This is an optimization exercise on Yosys and OpenROAD, whose aim is small area and a short achievable clock period, not a production implementation. At most, simulation tests tie the RTL to the original design; equivalence was not proved. No activity file was given, so power comes from the tool's default toggle rates.

## top
module top(
	input clk,
	input rst,
	input [64-1:0] data_input,
	input read_enable,
	input write_enable,
	output [64-1:0] data_output,
	output empty,
	output full
);
Size in the first run: ~1100 cells after synthesis, roughly 580 flip-flops, ~130 I/O pins.
==> module fifo, before the edit <==
module fifo
	#(
		parameter DATA_WIDTH = 64,  
		parameter ADDR_WIDTH = 5
	)
	(
		input logic								clk,
		input logic								rst,
		input logic		[DATA_WIDTH-1:0] 		data_input,
		input logic								read_enable_input,
		input logic								write_enable_input,
		output logic	[DATA_WIDTH-1:0]		data_output,
		output logic							empty,
		output logic							full
	);
	localparam FIFO_SIZE = (1 << ADDR_WIDTH);
	reg [DATA_WIDTH-1:0] fifo_mem [0:FIFO_SIZE-1];
	reg [ADDR_WIDTH-1:0] head_ptr;	 
	reg [ADDR_WIDTH-1:0] tail_ptr;	 
	reg                  empty_r;
	reg                  full_r;
	wire read_enable  = read_enable_input  && !empty_r;
	wire write_enable = write_enable_input && !full_r;
	wire [ADDR_WIDTH-1:0] head_inc = head_ptr + 1'b1;
	wire [ADDR_WIDTH-1:0] tail_inc = tail_ptr + 1'b1;
	assign empty = empty_r;
	assign full  = full_r;
	always @(posedge clk, posedge rst) begin
		if (rst) begin
			head_ptr <= 0;
			tail_ptr <= 0;
			empty_r  <= 1'b1;
			full_r   <= 1'b0;
		end else begin
			if (read_enable)
				head_ptr <= head_inc;
			if (write_enable)
				tail_ptr <= tail_inc;
			if (read_enable && !write_enable) begin
				empty_r <= (head_inc == tail_ptr);
				full_r  <= 1'b0;
			end else if (write_enable && !read_enable) begin
				empty_r <= 1'b0;
				full_r  <= (tail_inc == head_ptr);
			end
		end
	end
	always @(posedge clk) begin
		if (write_enable)
			fifo_mem[tail_ptr] <= data_input;
	end
	reg [DATA_WIDTH-1:0] read_word;
	integer i;
	always @(*) begin
		read_word = {DATA_WIDTH{!read_enable}} & data_output;
		for (i = 0; i < FIFO_SIZE; i = i + 1)
			read_word = read_word | ({DATA_WIDTH{read_enable && head_ptr == i}} & fifo_mem[i]);
	end
	always @(posedge clk) begin
		data_output <= read_word;
	end
endmodule  
clock: 3.1 ns
lec_check: 0
cap_margin: 20
core_margin: 2
core_utilization: 40
slew_margin: 20
run.sh (not shown) runs the stock make flow with config.mk's settings and CLKGATE_MAP_FILE= SYNTH_SCRIPT=/design/flow/synth_recipe.tcl, a recipe that flattens the netlist after the stock synthesis.
The baseline finished clean.
==> next run, changes <==
--- a/flow/design.v
+++ b/flow/design.v
@@ -46,21 +46,15 @@
 		end
 	end
 	always @(posedge clk) begin
 		if (write_enable)
 			fifo_mem[tail_ptr] <= data_input;
 	end
-	reg [DATA_WIDTH-1:0] read_word;
-	integer i;
-	always @(*) begin
-		read_word = {DATA_WIDTH{!read_enable}} & data_output;
-		for (i = 0; i < FIFO_SIZE; i = i + 1)
-			read_word = read_word | ({DATA_WIDTH{read_enable && head_ptr == i}} & fifo_mem[i]);
-	end
 	always @(posedge clk) begin
-		data_output <= read_word;
+		if (read_enable)
+			data_output <= fifo_mem[head_ptr];
 	end
 endmodule  
 module top(
 	input clk,
 	input rst,
 	input [64-1:0] data_input,
Outcome: The new run finished clean. Clock power is lower by about 2%. Synthesized cell count is lower by about 25%. Setup slack gains 0.097 ns. Clock-buffer cell count is lower by 16. Die area is higher by about 1.8%. First-iteration DRC count is lower by 43%. Non-clock buffer count is lower by 4. Via count is lower by 17%. Maximum frequency is higher by about 4%. Final area is higher by 1.6%. Hold slack gains 0.0050 ns. Total power is higher by 2.0%. Wire length is lower by 12%.
No functional check of the RTL was part of any run of this note.

job 102:
The RTL this note starts from:
==> flow/design.v <==
module fifo
	#(
		parameter DATA_WIDTH = 64,  
		parameter ADDR_WIDTH = 5
	)
	(
		input logic								clk,
		input logic								rst,
		input logic		[DATA_WIDTH-1:0] 		data_input,
		input logic								read_enable_input,
		input logic								write_enable_input,
		output logic	[DATA_WIDTH-1:0]		data_output,
		output logic							empty,
		output logic							full
	);
	localparam FIFO_SIZE = (1 << ADDR_WIDTH);
	reg [FIFO_SIZE-1:0] rd_ok;
	reg [FIFO_SIZE-1:0] wr_ok;
	reg                 not_empty_r;	 
	reg                 full_r;
	wire read_enable  = read_enable_input  && not_empty_r;
	wire write_enable = write_enable_input && !full_r;
	wire [FIFO_SIZE-1:0] head_pos = not_empty_r ? rd_ok : wr_ok;
	wire [FIFO_SIZE-1:0] tail_pos = full_r      ? rd_ok : wr_ok;
	wire [FIFO_SIZE-1:0] head_inc = {head_pos[FIFO_SIZE-2:0], head_pos[FIFO_SIZE-1]};
	wire [FIFO_SIZE-1:0] tail_inc = {tail_pos[FIFO_SIZE-2:0], tail_pos[FIFO_SIZE-1]};
	reg [FIFO_SIZE-1:0] head_next, tail_next;
	reg                 not_empty_next, full_next;
	always @(*) begin
		head_next      = read_enable  ? head_inc : head_pos;
		tail_next      = write_enable ? tail_inc : tail_pos;
		not_empty_next = not_empty_r;
		full_next      = full_r;
		if (read_enable && !write_enable) begin
			not_empty_next = !(|(head_inc & tail_pos));
			full_next      = 1'b0;
		end else if (write_enable && !read_enable) begin
			not_empty_next = 1'b1;
			full_next      = |(tail_inc & head_pos);
		end
	end
	assign empty = !not_empty_r;
	assign full  = full_r;
	always @(posedge clk, posedge rst) begin
		if (rst) begin
			rd_ok       <= 0;
			wr_ok       <= 1;
			not_empty_r <= 1'b0;
			full_r      <= 1'b0;
		end else begin
			rd_ok       <= not_empty_next ? head_next : {FIFO_SIZE{1'b0}};
			wr_ok       <= full_next      ? {FIFO_SIZE{1'b0}} : tail_next;
			not_empty_r <= not_empty_next;
			full_r      <= full_next;
		end
	end
	wire [FIFO_SIZE-1:0] wsel   = {FIFO_SIZE{write_enable_input}} & wr_ok;
	wire [FIFO_SIZE-1:0] wsel_n = ~wsel;
	wire [FIFO_SIZE-1:0] rsel   = {FIFO_SIZE{read_enable_input}} & rd_ok;
	wire                 rhold  = !read_enable;
	genvar i;
	wire [DATA_WIDTH-1:0] mem_q [0:FIFO_SIZE-1];
	generate
		for (i = 0; i < FIFO_SIZE; i = i + 1) begin : entry
			reg  [DATA_WIDTH-1:0] word;
			wire [DATA_WIDTH-1:0] word_d;
			fifo_ao22 #(.W(DATA_WIDTH)) hold_mux (
				.a(data_input), .sa(wsel[i]),
				.b(word),       .sb(wsel_n[i]),
				.y(word_d));
			always @(posedge clk)
				word <= word_d;
			assign mem_q[i] = word;
		end
	endgenerate
	wire [DATA_WIDTH-1:0] rd_n0, rd_n1, rd_n2, rd_word;
	fifo_aoi222 #(.W(DATA_WIDTH)) rd_g0 (
		.a(mem_q[0]), .sa(rsel[0]),
		.b(mem_q[1]), .sb(rsel[1]),
		.c(mem_q[2]), .sc(rsel[2]),
		.y(rd_n0));
	fifo_aoi222 #(.W(DATA_WIDTH)) rd_g1 (
		.a(mem_q[3]), .sa(rsel[3]),
		.b(mem_q[4]), .sb(rsel[4]),
		.c(mem_q[5]), .sc(rsel[5]),
		.y(rd_n1));
	fifo_aoi222 #(.W(DATA_WIDTH)) rd_g2 (
		.a(mem_q[6]),    .sa(rsel[6]),
		.b(mem_q[7]),    .sb(rsel[7]),
		.c(data_output), .sc(rhold),
		.y(rd_n2));
	fifo_nand3 #(.W(DATA_WIDTH)) rd_g3 (
		.a(rd_n0), .b(rd_n1), .c(rd_n2), .y(rd_word));
	always @(posedge clk)
		data_output <= rd_word;
endmodule  
module fifo_ao22 #(parameter W = 1) (
	input  [W-1:0] a,
	input          sa,
	input  [W-1:0] b,
	input          sb,
	output [W-1:0] y
);
	assign y = ({W{sa}} & a) | ({W{sb}} & b);
endmodule
module fifo_aoi222 #(parameter W = 1) (
	input  [W-1:0] a,
	input          sa,
	input  [W-1:0] b,
	input          sb,
	input  [W-1:0] c,
	input          sc,
	output [W-1:0] y
);
	assign y = ~(({W{sa}} & a) | ({W{sb}} & b) | ({W{sc}} & c));
endmodule
module fifo_nand3 #(parameter W = 1) (
	input  [W-1:0] a,
	input  [W-1:0] b,
	input  [W-1:0] c,
	output [W-1:0] y
);
	assign y = ~(a & b & c);
endmodule
module top(
	input clk,
	input rst,
	input [64-1:0] data_input,
	input read_enable,
	input write_enable,
	output [64-1:0] data_output,
	output empty,
	output full
);
fifo #(
	.DATA_WIDTH(64),  
	.ADDR_WIDTH(3))
	fifo(	clk,
			rst,
			data_input,
			read_enable,
			write_enable,
			data_output,
			empty,
			full
			);
endmodule
Settings: LEC_CHECK=0, CAP_MARGIN=20, CORE_MARGIN=2, CORE_UTILIZATION=40, CTS_CLUSTER_DIAMETER=80, CTS_CLUSTER_SIZE=20, SETUP_SLACK_MARGIN=1.2, SLEW_MARGIN=20, SYNTH_HIERARCHICAL=1, SYNTH_MINIMUM_KEEP_SIZE=0; clock period 3.1 ns.
standard.sh (not shown) runs the stock make flow with config.mk's settings and CLKGATE_MAP_FILE= SYNTH_SCRIPT=/design/flow/synth_recipe.tcl, a recipe that flattens the netlist after the stock synthesis.
==> flow/flow/run.sh <==
#!/bin/bash
# The standard layout, with the ports buffered by small plain buffers
# (buffer_ports would otherwise pick a slow delay cell); repair may upsize them.
set -euo pipefail
export BUFFER_PORTS_ARGS="-buffer_cell sky130_fd_sc_hd__buf_1"
bash standard.sh > standard.log 2>&1
Input-level comparison between job 103 and job 102:
diff --git a/flow/design.v b/flow/design.v
--- a/flow/design.v
+++ b/flow/design.v
@@ -13,46 +13,60 @@
 		output logic							empty,
 		output logic							full
 	);
 	localparam FIFO_SIZE = (1 << ADDR_WIDTH);
 	reg [FIFO_SIZE-1:0] rd_ok;
 	reg [FIFO_SIZE-1:0] wr_ok;
+	reg [FIFO_SIZE-1:1] count_is;
 	reg                 not_empty_r;	 
 	reg                 full_r;
 	wire read_enable  = read_enable_input  && not_empty_r;
 	wire write_enable = write_enable_input && !full_r;
-	wire [FIFO_SIZE-1:0] head_pos = not_empty_r ? rd_ok : wr_ok;
-	wire [FIFO_SIZE-1:0] tail_pos = full_r      ? rd_ok : wr_ok;
-	wire [FIFO_SIZE-1:0] head_inc = {head_pos[FIFO_SIZE-2:0], head_pos[FIFO_SIZE-1]};
-	wire [FIFO_SIZE-1:0] tail_inc = {tail_pos[FIFO_SIZE-2:0], tail_pos[FIFO_SIZE-1]};
-	reg [FIFO_SIZE-1:0] head_next, tail_next;
+	wire count_up     = write_enable && !read_enable;
+	wire count_down   = read_enable  && !write_enable;
+	wire [FIFO_SIZE-1:0] rd_rot = {rd_ok[FIFO_SIZE-2:0], rd_ok[FIFO_SIZE-1]};
+	wire [FIFO_SIZE-1:0] wr_rot = {wr_ok[FIFO_SIZE-2:0], wr_ok[FIFO_SIZE-1]};
+	wire [FIFO_SIZE:0] count_ext = {full_r, count_is, !not_empty_r};
+	reg [FIFO_SIZE-1:0] rd_ok_next, wr_ok_next;
+	reg [FIFO_SIZE-1:1] count_is_next;
 	reg                 not_empty_next, full_next;
+	integer k;
 	always @(*) begin
-		head_next      = read_enable  ? head_inc : head_pos;
-		tail_next      = write_enable ? tail_inc : tail_pos;
-		not_empty_next = not_empty_r;
-		full_next      = full_r;
-		if (read_enable && !write_enable) begin
-			not_empty_next = !(|(head_inc & tail_pos));
-			full_next      = 1'b0;
-		end else if (write_enable && !read_enable) begin
-			not_empty_next = 1'b1;
-			full_next      = |(tail_inc & head_pos);
-		end
+		if (read_enable)
+			rd_ok_next = (count_down && count_is[1]) ? {FIFO_SIZE{1'b0}} : rd_rot;
+		else if (write_enable && !not_empty_r)
+			rd_ok_next = wr_ok;
+		else
+			rd_ok_next = rd_ok;
+		if (write_enable)
+			wr_ok_next = (count_up && count_is[FIFO_SIZE-1]) ? {FIFO_SIZE{1'b0}} : wr_rot;
+		else if (read_enable && full_r)
+			wr_ok_next = rd_ok;
+		else
+			wr_ok_next = wr_ok;
+		for (k = 1; k < FIFO_SIZE; k = k + 1)
+			count_is_next[k] = count_up   ? count_ext[k-1] :
+			                   count_down ? count_ext[k+1] : count_ext[k];
+		not_empty_next = count_up   ? 1'b1 :
+		                 count_down ? !count_is[1] : not_empty_r;
+		full_next      = count_up   ? count_is[FIFO_SIZE-1] :
+		                 count_down ? 1'b0 : full_r;
 	end
 	assign empty = !not_empty_r;
 	assign full  = full_r;
 	always @(posedge clk, posedge rst) begin
 		if (rst) begin
 			rd_ok       <= 0;
 			wr_ok       <= 1;
+			count_is    <= 0;
 			not_empty_r <= 1'b0;
 			full_r      <= 1'b0;
 		end else begin
-			rd_ok       <= not_empty_next ? head_next : {FIFO_SIZE{1'b0}};
-			wr_ok       <= full_next      ? {FIFO_SIZE{1'b0}} : tail_next;
+			rd_ok       <= rd_ok_next;
+			wr_ok       <= wr_ok_next;
+			count_is    <= count_is_next;
 			not_empty_r <= not_empty_next;
 			full_r      <= full_next;
 		end
 	end
 	wire [FIFO_SIZE-1:0] wsel   = {FIFO_SIZE{write_enable_input}} & wr_ok;
 	wire [FIFO_SIZE-1:0] wsel_n = ~wsel;
## What came out
Count of cells along the worst register-to-register path on job 103 is down relative to job 102.
Job 103 vs job 102, switching power of the nets went up by 16%.
Diff job 102 -> job 103: design area decreased by 0.32% relative to the old numbers; via count decreased by 145 relative to the old numbers; number of cells after detailed placement decreased by 34 relative to the old numbers; share of the cycle needed by the critical path after routing decreased by 1.6 points relative to the old numbers.
Diff job 102 -> job 103: critical path's largest stage delay went down by 0.06 ns; shortest clock period the worst path allows after layout moved down; achievable frequency went up by 0.014 GHz; fraction of power consumed by combinational cells went up; critical path depth moved down.
Compared with job 102, in job 103 half-perimeter wire length of the detailed placement result shows a reduction of about 4%; count of clock buffers in the final design shows an increase of about 26%.
Only the layout flow was run in job 102; the RTL was not checked for function there.

[re-timing with driven ports]
In the flow no input, the clock included, has a driving cell. The finished layouts below were timed again as built, in two steps. Step 1, drivers: a clkbuf_16 drives clk and a buf_2 each remaining input, both assumed. Step 2 also shifts input and output timing later by t, the mid clock arrival at the registers, as if the neighbouring blocks saw the same clock. Three values: ideal ports, drivers, drivers and shift; two values: the first two.
run	t (ns)	setup WS [ns]	worst register clock-pin slew, ns	pins driven straight from the clock port
the first run of note 1	0.663	0.680 / 0.680 / 0.443	0.06 / 0.06	1
the second run of note 1	0.655	0.777 / 0.721 / 0.414	0.07 / 0.07	1
job 102	0.609	1.188 / 1.173 / 0.740	0.09 / 0.09	1
job 103	0.629	1.239 / 1.183 / 0.703	0.09 / 0.09	1
After both steps setup and hold are still met in every run listed. For job 103, which loses most, drivers alone change the setup slack by -0.056 ns; drivers and shift together by -0.536 ns.
